This design comes from an exercise in tuning for small area on the open sky130 flow, not from production work. The RTL was checked by simulation tests, not by an equivalence proof against the original design. Power is estimated from default activity; no workload was simulated.

### flow/run.sh
#!/bin/bash
# synth_recipe.tcl (not shown) runs the flow's synth.tcl, then flattens the netlist and writes it again
# the make line also repeats each setting of config.mk as NAME=value (left out here)
make -C /OpenROAD-flow-scripts/flow DESIGN_CONFIG=/design/flow/config.mk WORK_HOME=/design/flow/orfs CLKGATE_MAP_FILE= SYNTH_SCRIPT=/design/flow/synth_recipe.tcl finish
### flow/config.mk
export PLATFORM = sky130hd
export DESIGN_NAME = riscv_jtag_dtm_0p11
export DESIGN_NICKNAME = riscv_jtag_dtm_0p11
export VERILOG_FILES = /design/flow/design.v
export SDC_FILE = /design/flow/constraint.sdc
export NUM_CORES = 4
export LEC_CHECK = 0
export ABC_AREA = 1
export CAP_MARGIN = 20
export CORE_MARGIN = 2
export CORE_UTILIZATION = 40
export SLEW_MARGIN = 20
### flow/constraint.sdc
create_clock -name core_clock -period 20.0 [get_ports {tck}]
set_input_delay 4.0000 -clock core_clock [delete_from_list [all_inputs] [get_ports {tck}]]
set_output_delay 4.0000 -clock core_clock [all_outputs]
set_load 0.01 [all_outputs]
### flow/design.v
module cdc_rx #(
    parameter int DW = 32,
    parameter int SYNC_DP = 2
) (
    input  logic i_vld,
    output logic i_rdy,
    input  logic [DW-1:0] i_dat,
    output logic o_vld,
    input  logic o_rdy,
    output logic [DW-1:0] o_dat,
    input  logic clk,
    input  logic rst_n
);
logic [SYNC_DP:0] sync_vld;
always_ff @(posedge clk or negedge rst_n) begin: p_sync_vld
    if (!rst_n)
        sync_vld <= {SYNC_DP+1{1'b0}};
    else
        sync_vld <= {i_vld,sync_vld[SYNC_DP:1]};
end: p_sync_vld
wire i_vld_sync = sync_vld[1];
wire i_vld_sync_nedge = (~i_vld_sync) & sync_vld[0];
wire i_rdy_set = ~o_vld & i_vld_sync & ~i_rdy;
always_ff @(posedge clk or negedge rst_n) begin: p_i_rdy
    if (!rst_n)
        i_rdy <= 1'b0;
    else if (i_rdy_set | i_vld_sync_nedge)
        i_rdy <= i_rdy_set | ~i_vld_sync_nedge;
end: p_i_rdy
always_ff @(posedge clk or negedge rst_n) begin: p_dat_r
    if (!rst_n)
        o_dat <= {DW{1'b0}};
    else if (i_rdy_set)
        o_dat <= i_dat;
end: p_dat_r
wire vld_clr = o_vld & o_rdy;
always_ff @(posedge clk or negedge rst_n) begin: p_o_vld
    if (!rst_n)
        o_vld <= 1'b0;
    else if (i_rdy_set | vld_clr)
        o_vld <= i_rdy_set | ~vld_clr;
end: p_o_vld
endmodule
module cdc_tx #(
    parameter int DW = 32,
    parameter int SYNC_DP = 2
) (
    input  logic i_vld,
    output logic i_rdy,
    input  logic [DW-1:0] i_dat,
    output logic o_vld,
    input  logic o_rdy,
    output logic [DW-1:0] o_dat,
    input  logic clk,
    input  logic rst_n
);
logic[SYNC_DP:0] sync_rdy;
always @(posedge clk or negedge rst_n) begin: p_sync_rdy
    if (!rst_n)
        sync_rdy <= {SYNC_DP+1{1'b0}};
    else
        sync_rdy <= {o_rdy,sync_rdy[SYNC_DP:1]};
end: p_sync_rdy
wire o_rdy_sync = sync_rdy[1];
wire o_rdy_nedge = ~o_rdy_sync & sync_rdy[0];
wire vld_set = i_vld & i_rdy;
wire vld_clr = o_vld & o_rdy_sync;
always @(posedge clk or negedge rst_n) begin: p_vld_r
    if (!rst_n)
        o_vld <= 1'b0;
    else if (vld_set | vld_clr)
        o_vld <= vld_set | (~vld_clr);
end: p_vld_r
always @(posedge clk or negedge rst_n) begin: p_dat_r
    if (!rst_n)
        o_dat <= {DW{1'b0}};
    else if (vld_set)
        o_dat <= i_dat;
end: p_dat_r
logic nrdy_r;
always @(posedge clk or negedge rst_n) begin: p_nrdy_r
    if (!rst_n)
        nrdy_r <= 1'b0;
    else if (vld_set | o_rdy_nedge)
        nrdy_r <= vld_set | (~o_rdy_nedge);
end: p_nrdy_r
assign i_rdy = (~nrdy_r) | o_rdy_nedge;
endmodule
module riscv_jtag_dtm_0p11 #(
   parameter int ASYNC_FF_LEVELS  = 2,
   parameter int DEBUG_DATA_BITS  = 34,
   parameter int DEBUG_ADDR_BITS = 5,  
   parameter int DEBUG_OP_BITS = 2,  
   parameter int DBUS_REQ_BITS = DEBUG_OP_BITS + DEBUG_ADDR_BITS + DEBUG_DATA_BITS,
   parameter int DBUS_RESP_BITS = DEBUG_OP_BITS + DEBUG_DATA_BITS,
   parameter int JTAG_VERSION  = 4'h1,
   parameter int JTAG_PART_NUM = 16'h0E31,  
   parameter int JTAG_MANUF_ID = 11'h489,   
   parameter int DBUS_IDLE_CYCLES = 3'h5
) (
    input  logic tdi,
    output logic tdo,
    output logic tdo_oe,
    input  logic tck,
    input  logic tms,
    input  logic trst,
    output logic                     dtm_req_valid,
    input  logic                     dtm_req_ready,
    output logic[DBUS_REQ_BITS-1:0]  dtm_req_bits,
    input  logic                     dtm_resp_valid,
    output logic                     dtm_resp_ready,
    input  logic[DBUS_RESP_BITS-1:0] dtm_resp_bits
);
   localparam IR_BITS = 5;
   localparam DEBUG_VERSION = 0;
   localparam TEST_LOGIC_RESET  = 4'h0;
   localparam RUN_TEST_IDLE     = 4'h1;
   localparam SELECT_DR         = 4'h2;
   localparam CAPTURE_DR        = 4'h3;
   localparam SHIFT_DR          = 4'h4;
   localparam EXIT1_DR          = 4'h5;
   localparam PAUSE_DR          = 4'h6;
   localparam EXIT2_DR          = 4'h7;
   localparam UPDATE_DR         = 4'h8;
   localparam SELECT_IR         = 4'h9;
   localparam CAPTURE_IR        = 4'hA;
   localparam SHIFT_IR          = 4'hB;
   localparam EXIT1_IR          = 4'hC;
   localparam PAUSE_IR          = 4'hD;
   localparam EXIT2_IR          = 4'hE;
   localparam UPDATE_IR         = 4'hF;
   localparam REG_BYPASS       = 5'b11111;
   localparam REG_IDCODE       = 5'b00001;
   localparam REG_DEBUG_ACCESS = 5'b10001;
   localparam REG_DTM_INFO     = 5'b10000;
   localparam DBUS_REG_BITS = DBUS_REQ_BITS;
   localparam SHIFT_REG_BITS = DBUS_REG_BITS;
   wire                                 i_dtm_req_valid;
   wire                                 i_dtm_req_ready;
   wire [DBUS_REQ_BITS - 1 :0]          i_dtm_req_bits;
   wire                                 i_dtm_resp_valid;
   wire                                 i_dtm_resp_ready;
   wire[DBUS_RESP_BITS - 1 : 0]         i_dtm_resp_bits;
   reg [IR_BITS -1 : 0 ]                irReg;
   wire [31:0]                          idcode;
   wire [31:0]                          dtminfo;
   reg [DBUS_REG_BITS - 1 : 0]          dbusReg;
   reg                                  dbusValidReg;
   reg [3:0]                            jtagStateReg;
   reg [SHIFT_REG_BITS -1 : 0]          shiftReg;
   reg                                  doDbusWriteReg;
   reg                                  doDbusReadReg;
   reg                                  busyReg;
   reg                                  stickyBusyReg;
   reg                                  stickyNonzeroRespReg;
   reg                                  skipOpReg;  
   reg                                  downgradeOpReg;  
   wire                                 busy;
   wire                                 nonzeroResp;
   wire [SHIFT_REG_BITS -1 : 0]         busyResponse;
   wire [SHIFT_REG_BITS -1 : 0]         nonbusyResponse;
   assign idcode  = {JTAG_VERSION[3:0], JTAG_PART_NUM[15:0], JTAG_MANUF_ID[10:0], 1'h1};
   wire [3:0]                           debugAddrBits = DEBUG_ADDR_BITS[3:0];
   wire [3:0]                           debugVersion = DEBUG_VERSION[3:0];
   wire [1:0]                           dbusStatus;
   wire [2:0]                           dbusIdleCycles;
   wire                                 dbusReset;
   assign dbusIdleCycles = DBUS_IDLE_CYCLES[2:0];
   assign dbusStatus = {stickyNonzeroRespReg, stickyNonzeroRespReg | stickyBusyReg};
   assign dbusReset = shiftReg[16];
   assign dtminfo = {15'b0,
                     1'b0,  
                     3'b0,
                     dbusIdleCycles,
                     dbusStatus,
                     debugAddrBits,
                     debugVersion};
   assign busy = (busyReg & ~i_dtm_resp_valid) | stickyBusyReg;
   assign nonzeroResp = (i_dtm_resp_valid ? | {i_dtm_resp_bits[DEBUG_OP_BITS-1:0]} : 1'b0) | stickyNonzeroRespReg;
   assign i_dtm_resp_ready = (jtagStateReg == CAPTURE_DR) &&
                           (irReg        == REG_DEBUG_ACCESS) &&
                           i_dtm_resp_valid;
   assign i_dtm_req_valid = dbusValidReg;
   assign i_dtm_req_bits  = dbusReg;
   assign busyResponse  = {{(DEBUG_ADDR_BITS +  DEBUG_DATA_BITS){1'b0}},
                           {(DEBUG_OP_BITS){1'b1}}};                                     
   assign nonbusyResponse =  {dbusReg[(DEBUG_DATA_BITS + DEBUG_OP_BITS) +: DEBUG_ADDR_BITS] ,      
                              i_dtm_resp_bits[DEBUG_OP_BITS +: DEBUG_DATA_BITS] ,                    
                              i_dtm_resp_bits[0 +: DEBUG_OP_BITS]                                    
                              };
   always @(posedge tck or posedge trst) begin
      if (trst) begin
         jtagStateReg <= TEST_LOGIC_RESET;
      end else begin
         case (jtagStateReg)
           TEST_LOGIC_RESET  : jtagStateReg <= tms ? TEST_LOGIC_RESET : RUN_TEST_IDLE;
           RUN_TEST_IDLE     : jtagStateReg <= tms ? SELECT_DR        : RUN_TEST_IDLE;
           SELECT_DR         : jtagStateReg <= tms ? SELECT_IR        : CAPTURE_DR;
           CAPTURE_DR        : jtagStateReg <= tms ? EXIT1_DR         : SHIFT_DR;
           SHIFT_DR          : jtagStateReg <= tms ? EXIT1_DR         : SHIFT_DR;
           EXIT1_DR          : jtagStateReg <= tms ? UPDATE_DR        : PAUSE_DR;
           PAUSE_DR          : jtagStateReg <= tms ? EXIT2_DR         : PAUSE_DR;
           EXIT2_DR          : jtagStateReg <= tms ? UPDATE_DR        : SHIFT_DR;
           UPDATE_DR         : jtagStateReg <= tms ? SELECT_DR        : RUN_TEST_IDLE;
           SELECT_IR         : jtagStateReg <= tms ? TEST_LOGIC_RESET : CAPTURE_IR;
           CAPTURE_IR        : jtagStateReg <= tms ? EXIT1_IR         : SHIFT_IR;
           SHIFT_IR          : jtagStateReg <= tms ? EXIT1_IR         : SHIFT_IR;
           EXIT1_IR          : jtagStateReg <= tms ? UPDATE_IR        : PAUSE_IR;
           PAUSE_IR          : jtagStateReg <= tms ? EXIT2_IR         : PAUSE_IR;
           EXIT2_IR          : jtagStateReg <= tms ? UPDATE_IR        : SHIFT_IR;
           UPDATE_IR         : jtagStateReg <= tms ? SELECT_DR        : RUN_TEST_IDLE;
         endcase  
      end  
   end  
   always @(posedge tck) begin
      case (jtagStateReg)
        CAPTURE_IR : shiftReg <= {{(SHIFT_REG_BITS-1){1'b0}}, 1'b1};  
        SHIFT_IR   : shiftReg <= {{(SHIFT_REG_BITS-IR_BITS){1'b0}}, tdi, shiftReg[IR_BITS-1 : 1]};
        CAPTURE_DR : case (irReg)
                       REG_BYPASS       : shiftReg <= {(SHIFT_REG_BITS){1'b0}};
                       REG_IDCODE       : shiftReg <= {{(SHIFT_REG_BITS-32){1'b0}}, idcode};
                       REG_DTM_INFO     : shiftReg <= {{(SHIFT_REG_BITS-32){1'b0}}, dtminfo};
                       REG_DEBUG_ACCESS : shiftReg <= busy ? busyResponse : nonbusyResponse;
                       default :  
                         shiftReg <= {(SHIFT_REG_BITS){1'b0}};
                     endcase
        SHIFT_DR   : case (irReg)
                       REG_BYPASS   : shiftReg <= {{(SHIFT_REG_BITS- 1){1'b0}}, tdi};
                       REG_IDCODE   : shiftReg <= {{(SHIFT_REG_BITS-32){1'b0}}, tdi, shiftReg[31:1]};
                       REG_DTM_INFO : shiftReg <= {{(SHIFT_REG_BITS-32){1'b0}}, tdi, shiftReg[31:1]};
                       REG_DEBUG_ACCESS : shiftReg <= {tdi, shiftReg[SHIFT_REG_BITS -1 : 1 ]};
                       default:  
                        shiftReg <= {{(SHIFT_REG_BITS- 1){1'b0}} , tdi};
                     endcase  
      endcase  
   end
   always @(negedge tck or posedge trst) begin
      if (trst) begin
         irReg <= REG_IDCODE;
      end else if (jtagStateReg == TEST_LOGIC_RESET) begin
         irReg <= REG_IDCODE;
      end else if (jtagStateReg == UPDATE_IR) begin
         irReg <= shiftReg[IR_BITS-1:0];
      end
   end
   always @(posedge tck or posedge trst) begin
      if (trst) begin
         busyReg <= 1'b0;
      end else if (i_dtm_req_valid) begin  
         busyReg <= 1'b1;
      end else if (i_dtm_resp_valid & i_dtm_resp_ready) begin  
         busyReg <= 1'b0;
      end
   end  
   always @(posedge tck or posedge trst) begin
      if (trst) begin
         skipOpReg            <= 1'b0;
         downgradeOpReg       <= 1'b0;
         stickyBusyReg        <= 1'b0;
         stickyNonzeroRespReg <= 1'b0;
      end else if (irReg == REG_DEBUG_ACCESS) begin
         case(jtagStateReg)
           CAPTURE_DR: begin
              skipOpReg      <= busy;
              downgradeOpReg <= (~busy & nonzeroResp);
              stickyBusyReg  <= busy;
              stickyNonzeroRespReg <= nonzeroResp;
           end
           UPDATE_DR: begin
              skipOpReg      <= 1'b0;
              downgradeOpReg <= 1'b0;
           end
         endcase  
      end else if (irReg == REG_DTM_INFO) begin
         case(jtagStateReg)
           UPDATE_DR: begin
              if (dbusReset) begin
                 stickyNonzeroRespReg <= 1'b0;
                 stickyBusyReg        <= 1'b0;
              end
           end
         endcase  
      end
   end  
   always @(posedge tck or posedge trst) begin
      if (trst) begin
         dbusReg <= {(DBUS_REG_BITS) {1'b0}};
         dbusValidReg <= 1'b0;
      end else if (jtagStateReg == UPDATE_DR) begin
         if (irReg == REG_DEBUG_ACCESS) begin
            if (skipOpReg) begin
            end else if (downgradeOpReg) begin
               dbusReg      <= {(DBUS_REG_BITS){1'b0}};  
               dbusValidReg <= 1'b1;
            end else begin
               dbusReg      <= shiftReg[DBUS_REG_BITS-1:0];
               dbusValidReg <= 1'b1;
            end
         end
      end else if (i_dtm_req_ready) begin
         dbusValidReg <= 1'b0;
      end
   end  
   always @(negedge tck or posedge trst) begin
      if (trst) begin
         tdo    <= 1'b0;
         tdo_oe <= 1'b0;
      end else if (jtagStateReg == SHIFT_IR) begin
         tdo    <= shiftReg[0];
         tdo_oe <= 1'b1;
      end else if (jtagStateReg == SHIFT_DR) begin
         tdo    <= shiftReg[0];
         tdo_oe <= 1'b1;
      end else begin
         tdo    <= 1'b0;
         tdo_oe <= 1'b0;
      end
   end  
   cdc_tx#(
     .DW      (41),
     .SYNC_DP (ASYNC_FF_LEVELS)
   ) u_cdc_tx (
     .o_vld  (dtm_req_valid),
     .o_rdy  (dtm_req_ready),
     .o_dat  (dtm_req_bits ),
     .i_vld  (i_dtm_req_valid),
     .i_rdy  (i_dtm_req_ready),
     .i_dat  (i_dtm_req_bits ),
     .clk    (tck),
     .rst_n  (~trst)
   );
   cdc_rx#(
     .DW      (36),
     .SYNC_DP (ASYNC_FF_LEVELS)
   ) u_cdc_rx (
     .i_vld  (dtm_resp_valid),
     .i_rdy  (dtm_resp_ready),
     .i_dat  (dtm_resp_bits ),
     .o_vld  (i_dtm_resp_valid),
     .o_rdy  (i_dtm_resp_ready),
     .o_dat  (i_dtm_resp_bits ),
     .clk    (tck),
     .rst_n  (~trst)
   );
endmodule
==> flow_summary.json <==
{
  "antenna_found_initial": 0,
  "leakagePower_nw": 4.58,
  "rsz0062_at_grt": "no",
  "start_util_pct": 40.5,
  "die_h_um": 144,
  "cts_resized": 0,
  "yosysSeqAreaShare_pct": 62.1,
  "hold_ws_ns": 0.350,
  "slowest_delay_ns": 0.53,
  "tns_ns": 0,
  "worstReg2RegEnd": "dbusReg[15]$_DFFE_PP0P_",
  "drt_iter0_drc": 400,
  "vias": 5542,
  "r2r-start": "irReg[0]$_DFFE_NP1P_",
  "crit_arrival_ns": 11.31,
  "avgRoutedWirePerCell_um": 14.3,
  "cts_max_level": 4,
  "path_max_fanout": 1,
  "cts.path.max_buffers": 2,
  "use_met1_pct": 27.5,
  "ff2ff_setup_slack_ns": 7.78,
  "met3_usage_pct": 3.63,
  "route.detailed.drc": 0,
  "final_max_slew_viol_count": 0,
  "gp_congestion": 0.900,
  "final_hold_viol_count": 0,
  "grt_overflow": 0,
  "whs_endpoint": "u_cdc_rx.sync_vld[1]$_DFF_PP0_",
  "num-fill-cells": 1865,
  "required_ns": 16.00,
  "cts_tree": "built",
  "io_pins": 87,
  "die_area_mm2": 0.0207,
  "postCtsHoldBufs": 0,
  "ant_nets": 0,
  "cp-start-kind": "register",
  "grt.busiest_layer": "met1",
  "setup_viol": 0,
  "path_delay_family": "buffers and inverters",
  "path_buf_inv": 1,
  "dp_hpwl_mm": 11.6,
  "hold_depth": 0,
  "peakVddDrop_uv": 60.7,
  "numPortBuffers": 86,
  "path_cells": "clkdlybuf4s50_1",
  "dieWidth_um": 144,
  "worst-setup-path-type": "reg -> out",
  "synth_seq_cells": 186,
  "min_from": "u_cdc_rx.sync_vld[2]$_DFF_PP0_",
  "critPathCaptureType": "primary output",
  "cts_buffers": 17,
  "antenna_cells": 0,
  "cts_root_buf": "clkbuf_16",
  "fin_nets": 947,
  "firstDrtPassIters": 5,
  "via_per_inst": 4.69,
  "r2r_cells": 8,
  "critPathSlowestCell": "clkdlybuf4s50_1",
  "relSlewSlack_pct": 43.9,
  "postSynthAreaPerCell_um2": 9.47,
  "grt_start_max_net_pins": 80,
  "postRouteWirelength_mm": 16.9,
  "post-cts-setup-buffers": 0,
  "grt_use_total_pct": 17.3,
  "rows": 51,
  "outcome": "complete, no violations",
  "hp-class": "reg -> reg",
  "grt_pass1_wl_mm": 27.5,
  "yosysWarnings": 3,
  "coreArea_mm2": 0.0193,
  "cts_sinks": 186,
  "yosysUniqueCellTypes": 38,
  "netlist_area_mm2": 0.00783,
  "worst-slew-pin-transition_ns": 0.842,
  "synth_fp_nets": 869,
  "power_density_mw_per_mm2": 116,
  "skew_ns": 0.0337,
  "clock_latency_ns": 0.44,
  "grtUsageMet2_pct": 23.1,
  "drive_above_1_share_pct": 9.71,
  "max_cap_violations": 0,
  "grt_pass1_vias": 5252,
  "clk_pin_slew_ns": 0.06,
  "syn_inst": 827,
  "syn2layout_area_growth_pct": 21.5,
  "total_power_mw": 1.11
}
## sequential cells by signal, indices dropped and copies added, names as in the netlist
name / flops
irReg: 5
u_cdc_rx.i_rdy: 1
u_cdc_tx.o_vld: 1
u_cdc_tx.o_dat: 41
tdo: 1
shiftReg: 41
busyReg: 1
skipOpReg: 1
dbusValidReg: 1
u_cdc_rx.sync_vld: 3
u_cdc_rx.o_vld: 1
downgradeOpReg: 1
dbusReg: 41
stickyBusyReg: 1
jtagStateReg: 4
stickyNonzeroRespReg: 1
u_cdc_rx.o_dat: 36
tdo_oe: 1
u_cdc_tx.sync_rdy: 3
u_cdc_tx.nrdy_r: 1
## synthesized netlist by cell type (all sizes together)
cell / count / area, um^2
nand3: 73 / 388
nand2: 329 / 1250
edfxtp: 41 / 1230
clkbuf: 13 / 48.8
o21ai: 58 / 328
clkinv: 3 / 17.5
nand4: 1 / 6.26
a21oi: 19 / 95.1
o21a: 1 / 7.51
dfstp: 1 / 26.3
o211ai: 2 / 15.0
inv: 53 / 199
nand3b: 1 / 7.51
a22oi: 1 / 12.5
buf: 21 / 143
a31oi: 2 / 12.5
nor2: 42 / 201
mux2: 20 / 225
a21boi: 1 / 7.51
dfrtp: 138 / 3450
o22ai: 1 / 6.26
dfrtn: 6 / 150
## per-stage QoR
| step | setup WS (ns) | area, um^2 | utilization (%) | std cells |
|---|---|---|---|---|
| 3_5_place_dp | 4.99 | 8920 | 46.1 | 1151 |
| 4_1_cts | 4.67 | 9520 | 49.2 | 1182 |
| 3_3_place_gp | 5.00 | 8890 | 46.0 | 1150 |
| 6_report | 4.69 | 9520 | 49.2 | 1182 |
| 2_1_floorplan | 2.26 | 7830 | - | 827 |
| 5_1_grt | 4.64 | 9520 | 49.2 | 1182 |
## logic make-up (layout without fill, tap and decap cells)
logic type	after synthesis	count (layout)	synth area share, %
AO/OA/AOI/OAI	85	85	6.18
buffers and inverters	90	180	5.21
flip-flops	186	186	62.1
multiplexers	20	20	2.87
AND/OR/NAND/NOR	446	446	23.7
## worst max path at each step
stage / start / endpoint / slack (ns) / depth (start not counted)
after floorplan: trst / irReg[1]$_DFFE_NP0P_ / 2.26 / 1
after global placement: trst / irReg[0]$_DFFE_NP1P_ / 5.00 / 2
after global routing: tdo_oe$_DFF_NP0_ / tdo_oe / 4.64 / 1
final: tdo_oe$_DFF_NP0_ / tdo_oe / 4.69 / 1
after detailed placement: trst / irReg[0]$_DFFE_NP1P_ / 4.99 / 2
after CTS: tdo_oe$_DFF_NP0_ / tdo_oe / 4.67 / 1
## layer usage
layer | share of wire, % | vias to the layer above | wire (um)
met5 | 0 | - | 0
li1 | - | 2818 | -
met1 | 54 | 2561 | 9040
met3 | 5.3 | 16 | 891
met2 | 40 | 147 | 6740
met4 | 1.2 | 0 | 210
## layout by cell type, fill, tap and decap left out, types with 11 or more instances in the layout
master	netlist	routed
nand2_1	326	326
dfrtp_1	138	138
clkdlybuf4s50_1	0	86
nand3_1	70	70
inv_1	49	48
o21ai_0	42	41
edfxtp_1	41	41
nor2_1	36	36
mux2_2	20	20
a21oi_1	19	19
clkbuf_16	0	19
o21ai_2	10	11
## cell type report
cell class,instances,area (um^2),share of cell area (%)
sequential,186,4860,51.1
multi-input combinational,551,2570,27.0
timing repair buffer,93,933,9.81
clock buffer,21,493,5.18
tap,265,332,3.48
inverter,55,218,2.29
clock inverter,11,111,1.17
## report_power, final
group          internal (mW)  leakage (nW)  switching (mW)  total, mW
Clock                  0.192         0.300           0.149      0.340
Combinational         0.0785          1.99           0.140      0.218
Sequential             0.494          2.29          0.0548      0.549
## worst reg2reg max path: cells and delay by family, from the launching register on
kind,cells,cell delay [ns]
flops,1,0.55
simple gates,4,0.86
buf+inv,3,0.61
compound gates,1,0.07
